What follows belongs to an exercise in optimizing a design on an open flow for small area, a short achievable clock period and few clock cycles; a production flow would make more cautious choices. RTL that was checked went through simulation tests only; none was proved equivalent to the original.

## fir_single_chan
module fir_single_chan (
  input clk,
  input rst,
  output logic [15:0] data_addr_rd_o,
  output logic [15:0] data_addr_wr_o,
  input  logic [15:0] data_din_i,
  output logic [15:0] data_dout_o,
  output logic        data_we_o,
  output logic        done_intr
);
logic [15:0] w[0:7];
always_ff @(posedge clk) begin
  w[0] <= data_din_i;
  for (int i = 1; i < 8; i++) w[i] <= w[i-1];
end
logic [16:0] pa, pb, pc, pd;
always_ff @(posedge clk) begin
  pa <= {w[0][15], w[0]} + {w[7][15], w[7]};
  pb <= {w[1][15], w[1]} + {w[6][15], w[6]};
  pc <= {w[2][15], w[2]} + {w[5][15], w[5]};
  pd <= {w[3][15], w[3]} + {w[4][15], w[4]};
end
logic [23:0] ea, eb, ec, ed, sum;
assign ea = {{7{pa[16]}}, pa};
assign eb = {{7{pb[16]}}, pb};
assign ec = {{7{pc[16]}}, pc};
assign ed = {{7{pd[16]}}, pd};
logic [23:0] p, q;
always_ff @(posedge clk) begin
  p <= (ea << 3) - ea + (eb << 4) + (eb << 3);
  q <= (ec << 5) + (ec << 3) + (ec << 1) + ec + (ed << 6) - (ed << 3) - ed;
end
assign sum = p + q;
always_ff @(posedge clk) data_dout_o <= sum[23:8];
logic start;
assign start = (data_addr_rd_o == 16'd12);
always_ff @(posedge clk) begin
  if (rst) begin
    data_addr_rd_o <= 16'd1;
    data_addr_wr_o <= 16'hffff;
    data_we_o <= 1'b0;
    done_intr <= 1'b0;
  end else begin
    data_addr_rd_o <= data_addr_rd_o + 16'd1;
    if (done_intr) begin
      data_we_o <= 1'b0;
    end else if (data_we_o | start) begin
      data_we_o <= 1'b1;
      data_addr_wr_o <= data_addr_wr_o + 16'd1;
      if (data_addr_wr_o == 16'hfffe) done_intr <= 1'b1;
    end
  end
end
endmodule
Settings: LEC_CHECK=0, ABC_CLOCK_PERIOD_IN_PS=2000, CAP_MARGIN=20, CORE_MARGIN=2, CORE_UTILIZATION=40, PLACE_DENSITY=0.6, SETUP_SLACK_MARGIN=3.0, SLEW_MARGIN=20; clock period 5.5 ns.
run.sh (not shown) runs the stock make flow with config.mk's settings and CLKGATE_MAP_FILE= SYNTH_SCRIPT=/design/flow/synth_recipe.tcl, a recipe that flattens the netlist after the stock synthesis.
The first run finished with timing, DRC and antenna clean.
Then changed:
- ABC_CLOCK_PERIOD_IN_PS: 2000 -> not set
- SETUP_SLACK_MARGIN: 3.0 -> not set
The changed run passed the timing, DRC and antenna checks.
Worst setup slack is worse by 0.55 ns.
Via count drops by 2.2%.
Sequential share of layout area rose by 1.8 points.
Worst hold slack stays flat.
Register-to-register slack got worse by 0.55 ns.
Final area fell by 6.7%.
Final cell count falls by 2.3%.
Clock skew rose by 0.019 ns.
Function was not checked in any run of this note: the RTL went through the layout flow alone.

---

== old ==
fir_single_chan, a different RTL version from the one above (not shown whole).
Size in the first run: about 1300 cells after synthesis, ~320 flip-flops, ~68 I/O pins, ~14000 µm² of cells after synthesis.
clock: 5.5 ns
lec_check: 0
cap_margin: 20
core_margin: 2
core_utilization: 40
cts_buf_list: sky130_fd_sc_hd__clkbuf_16
cts_cluster_diameter: 100
cts_cluster_size: 22
place_density: 0.6
setup_slack_margin: 3.4
slew_margin: 20
standard.sh (not shown) runs the stock make flow with config.mk's settings and CLKGATE_MAP_FILE= SYNTH_SCRIPT=/design/flow/synth_recipe.tcl, a recipe that flattens the netlist after the stock synthesis.
==> flow/flow/run.sh <==
#!/bin/bash
# Own layout flow: the standard ORFS flow (standard.sh, standard synthesis), with the
# ports buffered by plain buffers instead of the delay cells buffer_ports picks by default,
# and sizing not held to the cells' footprints. Each tool's output goes to a log here.
set -uo pipefail
bash standard.sh \
  'BUFFER_PORTS_ARGS=-buffer_cell sky130_fd_sc_hd__buf_4' \
  MATCH_CELL_FOOTPRINT=0 \
  finish > flow_make.log 2>&1
status=$?
cp -r orfs/logs flow_logs 2>/dev/null || true
exit $status
Testbench counts of old, summed over its fixed seeds: cycles 262,200.
Setup changes, old to new
Settings: swapping 100 for 120 in CTS_CLUSTER_DIAMETER; swapping 3.4 for 3.2 in SETUP_SLACK_MARGIN; swapping 22 for 30 in CTS_CLUSTER_SIZE.
Diff old -> new | ratio of cells with drive above 1 in the final layout | decrease of 16 points. Re via count: old was higher than new. Summary of new over old: share of the core filled with cells in the final layout lower, wire length on met3 lower, global-route wire length before repair lower, transition at the pin with the smallest max-transition slack higher. The lower register-to-register slack came out of new. new: done, clean on timing, DRC and antenna. Final hold slack, old and new: smaller value in old.

---

Setup of run 1:
fir_single_chan again, from the RTL that the note above started with.
Design fir_single_chan, start of the top module:
module fir_single_chan (
  input clk,
  input rst,
  output logic [15:0] data_addr_rd_o,
  output logic [15:0] data_addr_wr_o,
  input  logic [15:0] data_din_i,
  output logic [15:0] data_dout_o,
  output logic        data_we_o,
  output logic        done_intr
);
logic [15:0] x0, x1;
logic [16:0] s0, s1;
always_ff @(posedge clk) begin
  x0 <= data_din_i;
  x1 <= x0;
  s0 <= {x0[15], x0} + {x1[15], x1};
  s1 <= s0;
end
logic [17:0] p;
logic [18:0] v[0:4];
always_ff @(posedge clk) begin
  p <= {s0[16], s0} + {s1[16], s1};
  v[0] <= {{2{s0[16]}}, s0} + {p[17], p};
  for (int i = 1; i < 5; i++) v[i] <= v[i-1];
end
logic [19:0] pa, pb;
logic [18:0] pc;
always_ff @(posedge clk) begin
  pa <= {v[0][18], v[0]} + {v[4][18], v[4]};
  pb <= {v[1][18], v[1]} + {v[3][18], v[3]};
end
assign pc = v[3];   
logic cs_s1, cs_c2;
logic cs_s3, cs_c4;
logic cs_s5, cs_c6;
logic cs_s7, cs_c8;
logic cs_s9, cs_c10;
logic cs_s11, cs_c12;
logic cs_s13, cs_c14;
logic cs_s15, cs_c16;
logic cs_s17, cs_c18;
logic cs_s19, cs_c20;
logic cs_s21, cs_c22;
logic cs_s23, cs_c24;
logic cs_s25, cs_c26;
logic cs_s27, cs_c28;
logic cs_s29, cs_c30;
logic cs_s31, cs_c32;
logic cs_s33, cs_c34;
logic cs_s35, cs_c36;
logic cs_s37, cs_c38;
logic cs_s39, cs_c40;
logic cs_s41, cs_c42;
logic cs_s43, cs_c44;
logic cs_s45, cs_c46;
logic cs_s47, cs_c48;
logic cs_s49, cs_c50;
logic cs_s51, cs_c52;
logic cs_s53, cs_c54;
logic cs_s55, cs_c56;
logic cs_s57, cs_c58;
logic cs_s59, cs_c60;
logic cs_s61, cs_c62;
logic cs_s63, cs_c64;
logic cs_s65, cs_c66;
logic cs_s67, cs_c68;
logic cs_s69, cs_c70;
logic cs_s71, cs_c72;
logic cs_s73, cs_c74;
logic cs_s75, cs_c76;
logic cs_s77, cs_c78;
logic cs_s79, cs_c80;
logic cs_s81, cs_c82;
logic cs_s83, cs_c84;
logic cs_s85, cs_c86;
logic cs_s87, cs_c88;
logic cs_s89, cs_c90;
logic cs_s91, cs_c92;
logic cs_s93, cs_c94;
logic cs_s95, cs_c96;
logic cs_s97, cs_c98;
logic cs_s99, cs_c100;
logic cs_s101, cs_c102;
logic cs_s103, cs_c104;
logic cs_s105, cs_c106;
  ...
Settings: LEC_CHECK=0, CAP_MARGIN=20, CORE_MARGIN=2, CORE_UTILIZATION=40, CTS_BUF_LIST=sky130_fd_sc_hd__clkbuf_16, CTS_CLUSTER_DIAMETER=100, CTS_CLUSTER_SIZE=22, PLACE_DENSITY=0.6, SETUP_SLACK_MARGIN=3.5, SLEW_MARGIN=20, TNS_END_PERCENT=0; clock period 5.5 ns.
Scripts as last shown in full above: flow/flow/run.sh
Run 1 ended with every stage complete and zero timing, DRC or antenna violations.
Testbench counts of run 1, summed over its fixed seeds: cycles 262,200.
Input changes introduced in run 2 (baseline for comparison: run 1):
- TNS_END_PERCENT no longer set, was 0
- SETUP_SLACK_MARGIN now 3.6, was 3.5
## What came out
Final core area utilization, run 1 and run 2: higher on run 2
Taking run 2 over run 1, the total of plain and repair buffers excluding clock buffers ratio works out to 2.4.
Diff run 1 -> run 2: worst setup slack -0.036 ns; routed wire length climbed about 13%; fraction of area in registers now smaller.
What run 3 does differently from run 2 at the input level:
- CTS_CLUSTER_DIAMETER: 100 -> unset
- SETUP_SLACK_MARGIN: 3.6 -> 3.0
- CTS_CLUSTER_SIZE: 22 -> unset
- CTS_BUF_LIST: sky130_fd_sc_hd__clkbuf_16 -> unset
## What came out
Run 3: post-route minimum period 0.17 ns above run 2. Diff run 2 -> run 3: total wire length dropped about 12%, final-layout clock buffer total climbed 30, period utilization climbed 3.1 points, worst setup slack dropped 0.17 ns. Number of standard cells in the final layout excluding fillers | run 3 below run 2. The higher critical path depth of run 2 and run 3 is in run 3.

---

Another version of the RTL of fir_single_chan (not shown whole).
For scale: roughly 1300 cells after synthesis, about 68 I/O pins, ~14000 sq um of cells after synthesis.
Settings: LEC_CHECK=0, CAP_MARGIN=20, CORE_MARGIN=2, CORE_UTILIZATION=40, CTS_BUF_LIST=sky130_fd_sc_hd__clkbuf_8, CTS_CLUSTER_DIAMETER=80, CTS_CLUSTER_SIZE=16, GPL_TIMING_DRIVEN=1, PLACE_DENSITY=0.6, SETUP_SLACK_MARGIN=3.2, SLEW_MARGIN=20; clock period 5.5 ns.
Scripts as last shown in full above: flow/flow/run.sh
The first run passed the timing, DRC and antenna checks.
==> next run, changes <==
==> flow/flow/run.sh (replaced) <==
#!/bin/bash
# Own layout flow: the standard ORFS flow (standard.sh, standard synthesis), with the
# ports buffered by plain buffers (buf_2 on inputs, buf_4 on outputs) instead of the delay
# cells buffer_ports picks by default, and sizing not held to the cells' footprints.
# Each tool's output goes to a log here.
set -uo pipefail
here=$(pwd)
bash standard.sh \
  "PRE_GLOBAL_PLACE_TCL=$here/flow/pre_gpl.tcl" \
  'BUFFER_PORTS_ARGS=-outputs -buffer_cell sky130_fd_sc_hd__buf_4' \
  MATCH_CELL_FOOTPRINT=0 \
  finish > flow_make.log 2>&1
status=$?
cp -r orfs/logs flow_logs 2>/dev/null || true
exit $status
==> flow/flow/pre_gpl.tcl (new file) <==
# Buffer the input ports with small buffers before the standard buffer_ports call,
# which BUFFER_PORTS_ARGS limits to the outputs.
buffer_ports -inputs -buffer_cell sky130_fd_sc_hd__buf_2
--- a/flow/config.mk
+++ b/flow/config.mk
@@ -9,8 +9,7 @@
 export CORE_MARGIN = 2
 export CORE_UTILIZATION = 40
-export CTS_BUF_LIST = sky130_fd_sc_hd__clkbuf_8
-export CTS_CLUSTER_DIAMETER = 80
-export CTS_CLUSTER_SIZE = 16
-export GPL_TIMING_DRIVEN = 1
+export CTS_BUF_LIST = sky130_fd_sc_hd__clkbuf_16
+export CTS_CLUSTER_DIAMETER = 100
+export CTS_CLUSTER_SIZE = 22
 export PLACE_DENSITY = 0.6
 export SETUP_SLACK_MARGIN = 3.2
Result:
- global-route usage rose by 0.24 points
- cell area barely changes
- fmax fell slightly
- via count decreases slightly
- wire length hardly moves
- non-clock buffer count fell by 16
- area after synthesis does not change
==> next run, changes <==
==> flow/flow/run.sh (replaced) <==
#!/bin/bash
# Own layout flow: the standard ORFS flow (standard.sh, standard synthesis), with the
# ports buffered by plain buffers instead of the delay cells buffer_ports picks by default,
# and sizing not held to the cells' footprints. Each tool's output goes to a log here.
set -uo pipefail
bash standard.sh \
  'BUFFER_PORTS_ARGS=-buffer_cell sky130_fd_sc_hd__buf_4' \
  MATCH_CELL_FOOTPRINT=0 \
  finish > flow_make.log 2>&1
status=$?
cp -r orfs/logs flow_logs 2>/dev/null || true
exit $status
--- a/flow/config.mk
+++ b/flow/config.mk
@@ -13,4 +13,4 @@
 export CTS_CLUSTER_SIZE = 22
 export PLACE_DENSITY = 0.6
-export SETUP_SLACK_MARGIN = 3.2
+export SETUP_SLACK_MARGIN = 3.4
 export SLEW_MARGIN = 20
removed: flow/flow/pre_gpl.tcl
Effect: Global-route usage rises by 0.27 points. Synthesized area does not change. Via count is higher by a few percent.
Function was not checked in any run of this note: the RTL went through the layout flow alone.

separate check: timing with driven ports:
The results above use ideal ports. As a check the final layouts listed here were re-extracted and re-timed, cells and wires unchanged. Step 1 sets driving cells, clkbuf_16 on the clock port and buf_2 on the other inputs (assumed; they add their load-dependent delay and slew). Step 2 adds t to the input delays and takes it off the output delays; t is the mean of the earliest and latest rising clock arrival at the registers after step 1. Input paths then give back, and output paths get back, about the clock's delay inside the block. a / b / c = ideal ports / drivers / drivers and shift; a / b = the first two.
| run | t, ns | slack for setup (ns) | hold slack, ns | worst setup path at the end | clock arrival spread, ns |
|---|---|---|---|---|---|
| the first run of note 1 | 0.564 | 1.201 / 1.201 / 1.201 | 0.351 / 0.351 / 0.351 | register to register | 0.012 / 0.012 |
| the second run of note 1 | 0.566 | 0.649 / 0.649 / 0.649 | 0.351 / 0.351 / 0.351 | register to register | 0.032 / 0.033 |
| old | 0.557 | 3.235 / 3.235 / 3.235 | 0.328 / 0.328 / 0.328 | register to register | 0.019 / 0.019 |
| new | 0.544 | 3.197 / 3.197 / 3.197 | 0.333 / 0.333 / 0.333 | register to register | 0.022 / 0.023 |
| run 1 | 0.550 | 3.249 / 3.249 / 3.249 | 0.328 / 0.328 / 0.328 | register to register | 0.020 / 0.020 |
| run 2 | 0.552 | 3.212 / 3.212 / 3.212 | 0.322 / 0.322 / 0.322 | register to register | 0.014 / 0.014 |
| run 3 | 0.559 | 3.041 / 3.041 / 3.041 | 0.325 / 0.325 / 0.325 | register to register | 0.023 / 0.023 |
| the first run of note 4 | 0.599 | 3.193 / 3.193 / 3.193 | 0.331 / 0.331 / 0.331 | register to register | 0.035 / 0.035 |
| the second run of note 4 | 0.552 | 3.157 / 3.157 / 3.157 | 0.317 / 0.317 / 0.317 | register to register | 0.018 / 0.018 |
| the third run of note 4 | 0.554 | 3.258 / 3.258 / 3.258 | 0.327 / 0.327 / 0.327 | register to register | 0.022 / 0.022 |
After both steps setup and hold are still met in every run listed.
